Context: an optimization exercise on an open-source flow, tuned for small area, a short achievable clock period and few clock cycles. The choices shown serve that exercise and are no tape-out recipe. At most, simulation tests tie the RTL to the original design; equivalence was not proved. Power and IR drop assume default switching activity.

==> inputs of wip/indigo <==
==> flow/design.v <==
module geofence ( clk,reset,X,Y,valid,is_inside);
input clk;
input reset;
input [9:0] X;
input [9:0] Y;
output reg valid;
output reg is_inside;
reg [3:0] cnt;
reg [9:0] px, py;        
reg [21:0] q5;           
reg [29:0] q4;           
reg [21:0] q3, q2, q1, q0;   
reg [15:0] m;            
reg prep;                
reg pass;                
reg two;
reg [3:0] ri;            
reg [2:0] pcnt;          
reg [2:0] rp;            
reg [2:0] cu, cw;        
reg [2:0] pu, pw;        
reg have_u, have_w;
reg [3:0] bcnt;          
reg signed [10:0] ux, uy, wx, wy;
reg signed [11:0] acc, d;
reg neg;                 
reg done, res;           
function [10:0] sub10;
    input [9:0] a, b;
    reg [10:0] g, p, gn, pn;
    integer l, j;
    begin
        g = {a & ~b, 1'b1};
        p = {~(a ^ b), 1'b0};
        for (l = 1; l < 16; l = l * 2) begin
            for (j = 0; j < 11; j = j + 1) begin
                if (j >= l) begin
                    gn[j] = g[j] | (p[j] & g[j-l]);
                    pn[j] = p[j] & p[j-l];
                end else begin
                    gn[j] = g[j];
                    pn[j] = p[j];
                end
            end
            g = gn;
            p = pn;
        end
        sub10 = {~g[10], ~(a ^ b) ^ g[9:0]};
    end
endfunction
wire signed [10:0] dx = sub10(X, px);
wire signed [10:0] dy = sub10(Y, py);
function neg13;
    input [12:0] a, b;
    reg [11:0] g, p, gn, pn;
    integer l, j;
    begin
        g = a[11:0] & b[11:0];
        p = a[11:0] | b[11:0];
        for (l = 1; l < 12; l = l * 2) begin
            for (j = 0; j < 12; j = j + 1) begin
                if (j >= l) begin
                    gn[j] = g[j] | (p[j] & g[j-l]);
                    pn[j] = p[j] & p[j-l];
                end else begin
                    gn[j] = g[j];
                    pn[j] = p[j];
                end
            end
            g = gn;
            p = pn;
        end
        neg13 = a[12] ^ b[12] ^ g[11];
    end
endfunction
wire signed [10:0] vx = q5[21:11];
wire signed [10:0] vy = q5[10:0];
wire [12:0] x1 = {{2{vx[10]}}, vx};          
wire [12:0] y1 = {{2{vy[10]}}, vy};          
wire [12:0] x2 = {vx[10], vx, 1'b0};         
wire [12:0] y2 = {vy[10], vy, 1'b0};         
wire [7:0] b;
assign b[0] = ~vy[10];                       
assign b[1] = ~neg13(y2, ~x1);               
assign b[2] = ~neg13(y1, ~x1);               
assign b[3] = ~neg13(y1, ~x2);               
assign b[4] = vx[10];                        
assign b[5] = neg13(y1, x2);                 
assign b[6] = neg13(y1, x1);                 
assign b[7] = neg13(y2, x1);                 
function [15:0] onehot;
    input [7:0] c;
    integer n;
    begin
        for (n = 0; n < 7; n = n + 1) begin
            onehot[n] = c[n] & ~c[n+1];
            onehot[n+8] = ~c[n] & c[n+1];
        end
        onehot[7] = c[7] & c[0];
        onehot[15] = ~c[7] & ~c[0];
    end
endfunction
function [3:0] encode;
    input [15:0] h;
    begin
        encode[0] = h[1] | h[3] | h[5] | h[7] | h[9] | h[11] | h[13] | h[15];
        encode[1] = h[2] | h[3] | h[6] | h[7] | h[10] | h[11] | h[14] | h[15];
        encode[2] = h[4] | h[5] | h[6] | h[7] | h[12] | h[13] | h[14] | h[15];
        encode[3] = |h[15:8];
    end
endfunction
wire [15:0] h4 = onehot(q4[29:22]);
wire [15:0] h5 = onehot(b);
genvar k;
wire [15:0] z = ~m;
wire [31:0] zz = {z, z};
wire [15:0] r7, r8;
generate
    for (k = 0; k < 16; k = k + 1) begin : g_run
        assign r7[k] = &zz[k+6:k];
        assign r8[k] = &zz[k+7:k];
    end
endgenerate
wire [31:0] r8r = {r8, r8};
wire [31:0] r7r = {r7, r7};
wire [15:0] outv, ambv;
generate
    for (k = 0; k < 16; k = k + 1) begin : g_dec
        assign outv[k] = |r8r[k+8:k+1];
        assign ambv[k] = ~outv[k] & (|r7r[k+9:k+1]);
    end
endgenerate
wire out = |(h5 & outv);
wire amb = |(h5 & ambv);
wire lo = |r7[7:0];
wire [15:0] rs = lo ? {8'd0, r7[7:0]} : r7;
wire in_i = h4[ri];
wire in_j = h4[{~ri[3], ri[2:0]}];
wire signed [10:0] qx = q4[21:11];
wire signed [10:0] qy = q4[10:0];
wire mdone = (bcnt == 4'd12);
wire signed [11:0] ta = wy[0] ? ux : 11'sd0;
wire signed [11:0] tb = wx[0] ? uy : 11'sd0;
wire signed [12:0] sum = (bcnt == 4'd11) ? (acc - d) : (acc + d);
wire nonneg = ~neg;
wire slow = (cnt == 4'd8) & ~valid;
always @(posedge clk or posedge reset) begin
    if (reset) begin
        cnt <= 4'd0;
        valid <= 1'b0;
    end else begin
        if (cnt == 4'd7) begin
            cnt <= 4'd8;
            valid <= ~amb;
        end else if (cnt == 4'd8) begin
            if (valid) begin
                cnt <= 4'd0;
                valid <= 1'b0;
            end else if (done)
                valid <= 1'b1;
        end else
            cnt <= cnt + 4'd1;
    end
end
always @(posedge clk) begin
    if (cnt == 4'd0) begin
        px <= X;
        py <= Y;
    end
    q5 <= (cnt >= 4'd7) ? q0 : {dx, dy};
    q4 <= {b, q5};
    q3 <= q4[21:0];
    q2 <= q3; q1 <= q2; q0 <= q1;
    if (cnt == 4'd2)
        m <= h5;
    else if ((cnt >= 4'd3) & (cnt <= 4'd7))
        m <= m | h5;
    if (cnt == 4'd7)
        is_inside <= ~out;
    else if (done)
        is_inside <= res;
end
wire pend = ~prep & (pcnt == 3'd6) & mdone;
wire lastpair = (pu == cu - 3'd1) & (pw == cw - 3'd1);
always @(*) begin
    done = 1'b0;
    res = 1'b0;
    if (slow & pend) begin
        if (nonneg) begin
            done = ~(two & ~pass);
            res = 1'b1;
        end else
            done = lastpair;
    end
end
always @(posedge clk) begin
    d <= ta - tb;
    if ((bcnt == 4'd0) | (bcnt >= 4'd11))
        acc <= 12'sd0;
    else
        acc <= sum >>> 1;
end
always @(posedge clk) begin
    if (~slow) begin
        prep <= 1'b1;
        pass <= 1'b0;
        pcnt <= 3'd0;
        cu <= 3'd0;
        cw <= 3'd0;
        pu <= 3'd0;
        pw <= 3'd0;
        have_u <= 1'b0;
        have_w <= 1'b0;
        bcnt <= 4'd15;
    end else begin
        if (bcnt <= 4'd11) begin
            bcnt <= bcnt + 4'd1;
            wx <= wx >>> 1;
            wy <= wy >>> 1;
        end
        if (bcnt == 4'd11)
            neg <= sum[12];
        rp <= (rp == 3'd5) ? 3'd0 : rp + 3'd1;
        if (prep) begin
            rp <= 3'd0;
            ri <= encode({rs[0], rs[15:1]});
            two <= lo & (|r7[15:8]);
            prep <= 1'b0;
        end else begin
            if ((pcnt == 3'd7) & (rp == 3'd5))
                pcnt <= 3'd0;
            if (pcnt < 3'd6) begin
                pcnt <= pcnt + 3'd1;
                if (in_i) begin
                    if (cu == pu) begin
                        ux <= qx;
                        uy <= qy;
                        have_u <= 1'b1;
                    end
                    cu <= cu + 3'd1;
                end
                if (in_j) begin
                    if (cw == pw) begin
                        wx <= qx;
                        wy <= qy;
                        have_w <= 1'b1;
                    end
                    cw <= cw + 3'd1;
                end
            end
            if (have_u & have_w & (bcnt == 4'd15))
                bcnt <= 4'd0;
            if (pend) begin
                if (nonneg) begin
                    pass <= 1'b1;
                    ri[3] <= ~ri[3];
                    pu <= 3'd0;
                    pw <= 3'd0;
                end else if (pw == cw - 3'd1) begin
                    pu <= pu + 3'd1;
                    pw <= 3'd0;
                end else
                    pw <= pw + 3'd1;
                pcnt <= 3'd7;
                cu <= 3'd0;
                cw <= 3'd0;
                have_u <= 1'b0;
                have_w <= 1'b0;
                bcnt <= 4'd15;
            end
        end
    end
end
endmodule
==> flow/run.sh <==
#!/bin/bash
# synth_recipe.tcl (not shown) runs the flow's synth.tcl, then flattens the netlist and writes it again
# the make line also repeats each setting of config.mk as NAME=value (left out here)
make -C /OpenROAD-flow-scripts/flow DESIGN_CONFIG=/design/flow/config.mk WORK_HOME=/design/flow/orfs CLKGATE_MAP_FILE= SYNTH_SCRIPT=/design/flow/synth_recipe.tcl finish
==> flow/config.mk <==
export PLATFORM = sky130hd
export DESIGN_NAME = geofence
export DESIGN_NICKNAME = geofence
export VERILOG_FILES = /design/flow/design.v
export SDC_FILE = /design/flow/constraint.sdc
export NUM_CORES = 4
export LEC_CHECK = 0
export ABC_AREA = 1
export CAP_MARGIN = 20
export CORE_MARGIN = 2
export CORE_UTILIZATION = 60
export CTS_BUF_LIST = sky130_fd_sc_hd__clkbuf_16
export CTS_CLUSTER_DIAMETER = 80
export CTS_CLUSTER_SIZE = 24
export PLACE_DENSITY = 0.75
export SETUP_SLACK_MARGIN = 5.0
export SLEW_MARGIN = 20
==> flow/constraint.sdc <==
create_clock -name core_clock -period 8.0 [get_ports {clk}]
set_input_delay 1.6000 -clock core_clock [delete_from_list [all_inputs] [get_ports {clk}]]
set_output_delay 1.6000 -clock core_clock [all_outputs]
set_load 0.01 [all_outputs]
==> wip/xenon (differences from wip/indigo) <==
--- a/flow/design.v
+++ b/flow/design.v
@@ -6,4 +6,5 @@
 output reg valid;
 output reg is_inside;
+localparam PREP = 3'd0, FIRST = 3'd1, USCAN = 3'd2, WSCAN = 3'd3, MULW = 3'd4;
 reg [3:0] cnt;
 reg [9:0] px, py;        
@@ -12,16 +13,14 @@
 reg [21:0] q3, q2, q1, q0;   
 reg [15:0] m;            
-reg prep;                
+reg [2:0] st;
 reg pass;                
 reg two;
-reg [3:0] ri;            
+reg [15:0] gi;           
 reg [2:0] pcnt;          
-reg [2:0] rp;            
-reg [2:0] cu, cw;        
-reg [2:0] pu, pw;        
-reg have_u, have_w;
+reg [2:0] wcnt;          
+reg have_u, have_w, more;
 reg [3:0] bcnt;          
 reg signed [10:0] ux, uy, wx, wy;
-reg signed [11:0] acc, d;
+reg signed [12:0] acc, d;
 reg neg;                 
 reg done, res;           
@@ -101,13 +100,4 @@
     end
 endfunction
-function [3:0] encode;
-    input [15:0] h;
-    begin
-        encode[0] = h[1] | h[3] | h[5] | h[7] | h[9] | h[11] | h[13] | h[15];
-        encode[1] = h[2] | h[3] | h[6] | h[7] | h[10] | h[11] | h[14] | h[15];
-        encode[2] = h[4] | h[5] | h[6] | h[7] | h[12] | h[13] | h[14] | h[15];
-        encode[3] = |h[15:8];
-    end
-endfunction
 wire [15:0] h4 = onehot(q4[29:22]);
 wire [15:0] h5 = onehot(b);
@@ -135,12 +125,15 @@
 wire lo = |r7[7:0];
 wire [15:0] rs = lo ? {8'd0, r7[7:0]} : r7;
-wire in_i = h4[ri];
-wire in_j = h4[{~ri[3], ri[2:0]}];
+wire in_i = |(h4 & gi);
+wire in_j = |(h4 & {gi[7:0], gi[15:8]});
 wire signed [10:0] qx = q4[21:11];
 wire signed [10:0] qy = q4[10:0];
+wire lastbit = (bcnt == 4'd10);
 wire mdone = (bcnt == 4'd12);
-wire signed [11:0] ta = wy[0] ? ux : 11'sd0;
-wire signed [11:0] tb = wx[0] ? uy : 11'sd0;
-wire signed [12:0] sum = (bcnt == 4'd11) ? (acc - d) : (acc + d);
+wire yb = (st == WSCAN) ? qy[0] : wy[0];
+wire xb = (st == WSCAN) ? qx[0] : wx[0];
+wire signed [12:0] ta = (lastbit ? xb : yb) ? (lastbit ? uy : ux) : 11'sd0;
+wire signed [12:0] tb = (lastbit ? yb : xb) ? (lastbit ? ux : uy) : 11'sd0;
+wire signed [12:0] sum = acc + d;
 wire nonneg = ~neg;
 wire slow = (cnt == 4'd8) & ~valid;
@@ -163,4 +156,19 @@
     end
 end
+task finish_run;
+    input outside;
+    begin
+        if (outside & two & ~pass) begin
+            pass <= 1'b1;
+            gi <= {gi[7:0], gi[15:8]};
+            st <= FIRST;
+            pcnt <= 3'd0;
+            have_u <= 1'b0;
+            have_w <= 1'b0;
+            more <= 1'b0;
+            bcnt <= 4'd15;
+        end
+    end
+endtask
 always @(posedge clk) begin
     if (cnt == 4'd0) begin
@@ -181,21 +189,28 @@
         is_inside <= res;
 end
-wire pend = ~prep & (pcnt == 3'd6) & mdone;
-wire lastpair = (pu == cu - 3'd1) & (pw == cw - 3'd1);
 always @(*) begin
     done = 1'b0;
     res = 1'b0;
-    if (slow & pend) begin
-        if (nonneg) begin
-            done = ~(two & ~pass);
-            res = 1'b1;
-        end else
-            done = lastpair;
+    if (slow) begin
+        case (st)
+        FIRST: if ((pcnt == 3'd6) & mdone) begin
+                if (nonneg)
+                    res = 1'b1;
+                if (nonneg | ~more)
+                    done = ~(two & ~pass & ~nonneg);
+            end
+        USCAN: if (pcnt == 3'd6) done = ~(two & ~pass);
+        MULW: if (mdone & nonneg) begin
+                done = 1'b1;
+                res = 1'b1;
+            end
+        default: ;
+        endcase
     end
 end
 always @(posedge clk) begin
     d <= ta - tb;
-    if ((bcnt == 4'd0) | (bcnt >= 4'd11))
-        acc <= 12'sd0;
+    if ((bcnt == 4'd0) | (bcnt >= 4'd11) | (st == WSCAN))
+        acc <= 13'sd0;
     else
         acc <= sum >>> 1;
@@ -203,13 +218,10 @@
 always @(posedge clk) begin
     if (~slow) begin
-        prep <= 1'b1;
+        st <= PREP;
         pass <= 1'b0;
         pcnt <= 3'd0;
-        cu <= 3'd0;
-        cw <= 3'd0;
-        pu <= 3'd0;
-        pw <= 3'd0;
         have_u <= 1'b0;
         have_w <= 1'b0;
+        more <= 1'b0;
         bcnt <= 4'd15;
     end else begin
@@ -221,53 +233,75 @@
         if (bcnt == 4'd11)
             neg <= sum[12];
-        rp <= (rp == 3'd5) ? 3'd0 : rp + 3'd1;
-        if (prep) begin
-            rp <= 3'd0;
-            ri <= encode({rs[0], rs[15:1]});
+        case (st)
+        PREP: begin
+            gi <= {rs[0], rs[15:1]};
             two <= lo & (|r7[15:8]);
-            prep <= 1'b0;
-        end else begin
-            if ((pcnt == 3'd7) & (rp == 3'd5))
-                pcnt <= 3'd0;
-            if (pcnt < 3'd6) begin
+            st <= FIRST;
+        end
+        FIRST: begin
+            if (pcnt != 3'd6) begin
                 pcnt <= pcnt + 3'd1;
                 if (in_i) begin
-                    if (cu == pu) begin
+                    if (~have_u) begin
                         ux <= qx;
                         uy <= qy;
                         have_u <= 1'b1;
-                    end
-                    cu <= cu + 3'd1;
+                    end else
+                        more <= 1'b1;
                 end
                 if (in_j) begin
-                    if (cw == pw) begin
+                    if (~have_w) begin
                         wx <= qx;
                         wy <= qy;
                         have_w <= 1'b1;
-                    end
-                    cw <= cw + 3'd1;
+                    end else
+                        more <= 1'b1;
                 end
             end
             if (have_u & have_w & (bcnt == 4'd15))
                 bcnt <= 4'd0;
-            if (pend) begin
-                if (nonneg) begin
-                    pass <= 1'b1;
-                    ri[3] <= ~ri[3];
-                    pu <= 3'd0;
-                    pw <= 3'd0;
-                end else if (pw == cw - 3'd1) begin
-                    pu <= pu + 3'd1;
-                    pw <= 3'd0;
-                end else
-                    pw <= pw + 3'd1;
-                pcnt <= 3'd7;
-                cu <= 3'd0;
-                cw <= 3'd0;
-                have_u <= 1'b0;
-                have_w <= 1'b0;
-                bcnt <= 4'd15;
-            end
-        end
+            if ((pcnt == 3'd6) & mdone) begin
+                if (nonneg)
+                    finish_run(1'b0);
+                else if (~more)
+                    finish_run(1'b1);
+                else begin
+                    st <= USCAN;
+                    pcnt <= 3'd0;
+                end
+            end
+        end
+        USCAN: begin
+            if (pcnt == 3'd6)
+                finish_run(1'b1);
+            else begin
+                pcnt <= pcnt + 3'd1;
+                if (in_i) begin
+                    ux <= qx;
+                    uy <= qy;
+                    wcnt <= 3'd0;
+                    st <= WSCAN;
+                end
+            end
+        end
+        WSCAN: begin
+            wcnt <= wcnt + 3'd1;
+            if (in_j) begin
+                wx <= qx >>> 1;
+                wy <= qy >>> 1;
+                bcnt <= 4'd1;
+                st <= MULW;
+            end else if (wcnt == 3'd5)
+                st <= USCAN;
+        end
+        MULW: begin
+            if (mdone) begin
+                if (nonneg)
+                    finish_run(1'b0);
+                else
+                    st <= (wcnt == 3'd6) ? USCAN : WSCAN;
+            end
+        end
+        endcase
     end
 end
--- a/flow/config.mk
+++ b/flow/config.mk
@@ -6,12 +6,10 @@
 export NUM_CORES = 4
 export LEC_CHECK = 0
-export ABC_AREA = 1
 export CAP_MARGIN = 20
 export CORE_MARGIN = 2
-export CORE_UTILIZATION = 60
+export CORE_UTILIZATION = 40
 export CTS_BUF_LIST = sky130_fd_sc_hd__clkbuf_16
 export CTS_CLUSTER_DIAMETER = 80
 export CTS_CLUSTER_SIZE = 24
-export PLACE_DENSITY = 0.75
 export SETUP_SLACK_MARGIN = 5.0
 export SLEW_MARGIN = 20
==> wip/violet (differences from wip/indigo) <==
--- a/flow/design.v
+++ b/flow/design.v
@@ -7,9 +7,7 @@
 output reg is_inside;
 reg [3:0] cnt;
-reg [9:0] px, py;        
 reg [21:0] q5;           
-reg [29:0] q4;           
+reg [25:0] q4;           
 reg [21:0] q3, q2, q1, q0;   
-reg [15:0] m;            
 reg prep;                
 reg pass;                
@@ -23,6 +21,8 @@
 reg [3:0] bcnt;          
 reg signed [10:0] ux, uy, wx, wy;
+wire [9:0] px = ux[9:0];
+wire [9:0] py = uy[9:0];
+wire [11:0] m = {wx[0], wy};
 reg signed [11:0] acc, d;
-reg neg;                 
 reg done, res;           
 function [10:0] sub10;
@@ -80,68 +80,66 @@
 wire [12:0] x2 = {vx[10], vx, 1'b0};         
 wire [12:0] y2 = {vy[10], vy, 1'b0};         
-wire [7:0] b;
+wire [5:0] b;
 assign b[0] = ~vy[10];                       
 assign b[1] = ~neg13(y2, ~x1);               
-assign b[2] = ~neg13(y1, ~x1);               
-assign b[3] = ~neg13(y1, ~x2);               
-assign b[4] = vx[10];                        
-assign b[5] = neg13(y1, x2);                 
-assign b[6] = neg13(y1, x1);                 
-assign b[7] = neg13(y2, x1);                 
-function [15:0] onehot;
-    input [7:0] c;
+assign b[2] = ~neg13(y1, ~x2);               
+assign b[3] = vx[10];                        
+assign b[4] = neg13(y1, x2);                 
+assign b[5] = neg13(y2, x1);                 
+function [11:0] onehot;
+    input [5:0] c;
     integer n;
     begin
-        for (n = 0; n < 7; n = n + 1) begin
+        for (n = 0; n < 5; n = n + 1) begin
             onehot[n] = c[n] & ~c[n+1];
-            onehot[n+8] = ~c[n] & c[n+1];
-        end
-        onehot[7] = c[7] & c[0];
-        onehot[15] = ~c[7] & ~c[0];
+            onehot[n+6] = ~c[n] & c[n+1];
+        end
+        onehot[5] = c[5] & c[0];
+        onehot[11] = ~c[5] & ~c[0];
     end
 endfunction
 function [3:0] encode;
-    input [15:0] h;
-    begin
-        encode[0] = h[1] | h[3] | h[5] | h[7] | h[9] | h[11] | h[13] | h[15];
-        encode[1] = h[2] | h[3] | h[6] | h[7] | h[10] | h[11] | h[14] | h[15];
-        encode[2] = h[4] | h[5] | h[6] | h[7] | h[12] | h[13] | h[14] | h[15];
-        encode[3] = |h[15:8];
-    end
-endfunction
-wire [15:0] h4 = onehot(q4[29:22]);
-wire [15:0] h5 = onehot(b);
+    input [11:0] h;
+    begin
+        encode[0] = h[1] | h[3] | h[5] | h[7] | h[9] | h[11];
+        encode[1] = h[2] | h[3] | h[6] | h[7] | h[10] | h[11];
+        encode[2] = h[4] | h[5] | h[6] | h[7];
+        encode[3] = |h[11:8];
+    end
+endfunction
+wire [11:0] h5 = onehot(b);
 genvar k;
-wire [15:0] z = ~m;
-wire [31:0] zz = {z, z};
-wire [15:0] r7, r8;
+wire [11:0] z = ~m;
+wire [23:0] zz = {z, z};
+wire [11:0] r5, r6;
 generate
-    for (k = 0; k < 16; k = k + 1) begin : g_run
-        assign r7[k] = &zz[k+6:k];
-        assign r8[k] = &zz[k+7:k];
+    for (k = 0; k < 12; k = k + 1) begin : g_run
+        assign r5[k] = &zz[k+4:k];
+        assign r6[k] = &zz[k+5:k];
     end
 endgenerate
-wire [31:0] r8r = {r8, r8};
-wire [31:0] r7r = {r7, r7};
-wire [15:0] outv, ambv;
+wire [23:0] r6r = {r6, r6};
+wire [23:0] r5r = {r5, r5};
+wire [11:0] outv, ambv;
 generate
-    for (k = 0; k < 16; k = k + 1) begin : g_dec
-        assign outv[k] = |r8r[k+8:k+1];
-        assign ambv[k] = ~outv[k] & (|r7r[k+9:k+1]);
+    for (k = 0; k < 12; k = k + 1) begin : g_dec
+        assign outv[k] = |r6r[k+6:k+1];
+        assign ambv[k] = ~outv[k] & (|r5r[k+7:k+1]);
     end
 endgenerate
 wire out = |(h5 & outv);
 wire amb = |(h5 & ambv);
-wire lo = |r7[7:0];
-wire [15:0] rs = lo ? {8'd0, r7[7:0]} : r7;
-wire in_i = h4[ri];
-wire in_j = h4[{~ri[3], ri[2:0]}];
+wire lo = |r5[5:0];
+wire [11:0] rs = lo ? {6'd0, r5[5:0]} : r5;
+wire [3:0] rj = (ri >= 4'd6) ? ri - 4'd6 : ri + 4'd6;
+wire in_i = (q4[25:22] == ri);
+wire in_j = (q4[25:22] == rj);
 wire signed [10:0] qx = q4[21:11];
 wire signed [10:0] qy = q4[10:0];
-wire mdone = (bcnt == 4'd12);
+wire mdone = (bcnt == 4'd11);
 wire signed [11:0] ta = wy[0] ? ux : 11'sd0;
 wire signed [11:0] tb = wx[0] ? uy : 11'sd0;
 wire signed [12:0] sum = (bcnt == 4'd11) ? (acc - d) : (acc + d);
-wire nonneg = ~neg;
+wire nonneg = ~sum[12];
 wire slow = (cnt == 4'd8) & ~valid;
 always @(posedge clk or posedge reset) begin
@@ -164,16 +162,8 @@
 end
 always @(posedge clk) begin
-    if (cnt == 4'd0) begin
-        px <= X;
-        py <= Y;
-    end
     q5 <= (cnt >= 4'd7) ? q0 : {dx, dy};
-    q4 <= {b, q5};
+    q4 <= {encode(h5), q5};
     q3 <= q4[21:0];
     q2 <= q3; q1 <= q2; q0 <= q1;
-    if (cnt == 4'd2)
-        m <= h5;
-    else if ((cnt >= 4'd3) & (cnt <= 4'd7))
-        m <= m | h5;
     if (cnt == 4'd7)
         is_inside <= ~out;
@@ -203,4 +193,12 @@
 always @(posedge clk) begin
     if (~slow) begin
+        if (cnt == 4'd0) begin
+            ux <= {1'b0, X};
+            uy <= {1'b0, Y};
+        end
+        if (cnt == 4'd2)
+            {wx[0], wy} <= h5;
+        else if ((cnt >= 4'd3) & (cnt <= 4'd7))
+            {wx[0], wy} <= m | h5;
         prep <= 1'b1;
         pass <= 1'b0;
@@ -219,11 +217,9 @@
             wy <= wy >>> 1;
         end
-        if (bcnt == 4'd11)
-            neg <= sum[12];
         rp <= (rp == 3'd5) ? 3'd0 : rp + 3'd1;
         if (prep) begin
             rp <= 3'd0;
-            ri <= encode({rs[0], rs[15:1]});
-            two <= lo & (|r7[15:8]);
+            ri <= encode({rs[0], rs[11:1]});
+            two <= lo & (|r5[11:6]);
             prep <= 1'b0;
         end else begin
@@ -254,5 +250,5 @@
                 if (nonneg) begin
                     pass <= 1'b1;
-                    ri[3] <= ~ri[3];
+                    ri <= rj;
                     pu <= 3'd0;
                     pw <= 3'd0;
--- a/flow/config.mk
+++ b/flow/config.mk
@@ -9,9 +9,9 @@
 export CAP_MARGIN = 20
 export CORE_MARGIN = 2
-export CORE_UTILIZATION = 60
+export CORE_UTILIZATION = 50
 export CTS_BUF_LIST = sky130_fd_sc_hd__clkbuf_16
 export CTS_CLUSTER_DIAMETER = 80
 export CTS_CLUSTER_SIZE = 24
-export PLACE_DENSITY = 0.75
+export PLACE_DENSITY = 0.65
 export SETUP_SLACK_MARGIN = 5.0
 export SLEW_MARGIN = 20
==> wip/tundra (differences from wip/indigo) <==
--- a/flow/design.v
+++ b/flow/design.v
@@ -23,5 +23,5 @@
 reg [3:0] bcnt;          
 reg signed [10:0] ux, uy, wx, wy;
-reg signed [11:0] acc, d;
+reg signed [12:0] acc, d;
 reg neg;                 
 reg done, res;           
@@ -140,6 +140,6 @@
 wire signed [10:0] qy = q4[10:0];
 wire mdone = (bcnt == 4'd12);
-wire signed [11:0] ta = wy[0] ? ux : 11'sd0;
-wire signed [11:0] tb = wx[0] ? uy : 11'sd0;
+wire signed [12:0] ta = wy[0] ? ux : 11'sd0;
+wire signed [12:0] tb = wx[0] ? uy : 11'sd0;
 wire signed [12:0] sum = (bcnt == 4'd11) ? (acc - d) : (acc + d);
 wire nonneg = ~neg;
@@ -197,5 +197,5 @@
     d <= ta - tb;
     if ((bcnt == 4'd0) | (bcnt >= 4'd11))
-        acc <= 12'sd0;
+        acc <= 13'sd0;
     else
         acc <= sum >>> 1;
==> notes <==
In wip/tundra the synthesized area is lower than in wip/xenon, by about 1.7%. Combinational power is about the same in wip/tundra and wip/indigo. Count of clock-buffer cells in the layout: wip/tundra is lower than wip/xenon (4). In wip/violet the sequential share of layout area is lower than in wip/tundra, by 3.9 points. Utilization is the same in wip/tundra and wip/indigo.
Testbench counts of wip/indigo, summed over its fixed seeds: cycles 7,195.
Testbench counts of wip/violet, summed over its fixed seeds: cycles 7,216.
No functional check of the RTL was part of wip/xenon and wip/tundra.

[what the ideal ports hide]
The flow's constraints put no driver on any port. The routed layouts listed below were extracted and timed again, unchanged, in two steps. Step 1: set_driving_cell puts a clkbuf_16 on clk and a buf_2 on each other input, an assumption about the parent block. Step 2 also shifts input and output timing later by t, the mid clock arrival at the registers, as if the neighbouring blocks saw the same clock. Slacks: ideal / step 1 / step 2; pairs: ideal / step 1.
| run | t, ns | setup slack, ns | worst setup path at the end | worst data-port slew with drivers (ns) | pins driven straight from the clock port |
|---|---|---|---|---|---|
| wip/indigo | 0.542 | 5.065 / 5.092 / 4.550 | input to register | 0.04 | 1 |
| wip/xenon | 0.572 | 4.851 / 4.851 / 4.498 | input to register | 0.04 | 1 |
| wip/violet | 0.530 | 5.097 / 5.097 / 4.593 | input to register | 0.03 | 1 |
| wip/tundra | 0.542 | 5.065 / 5.092 / 4.550 | input to register | 0.04 | 1 |
After both steps every run listed still meets setup and hold.
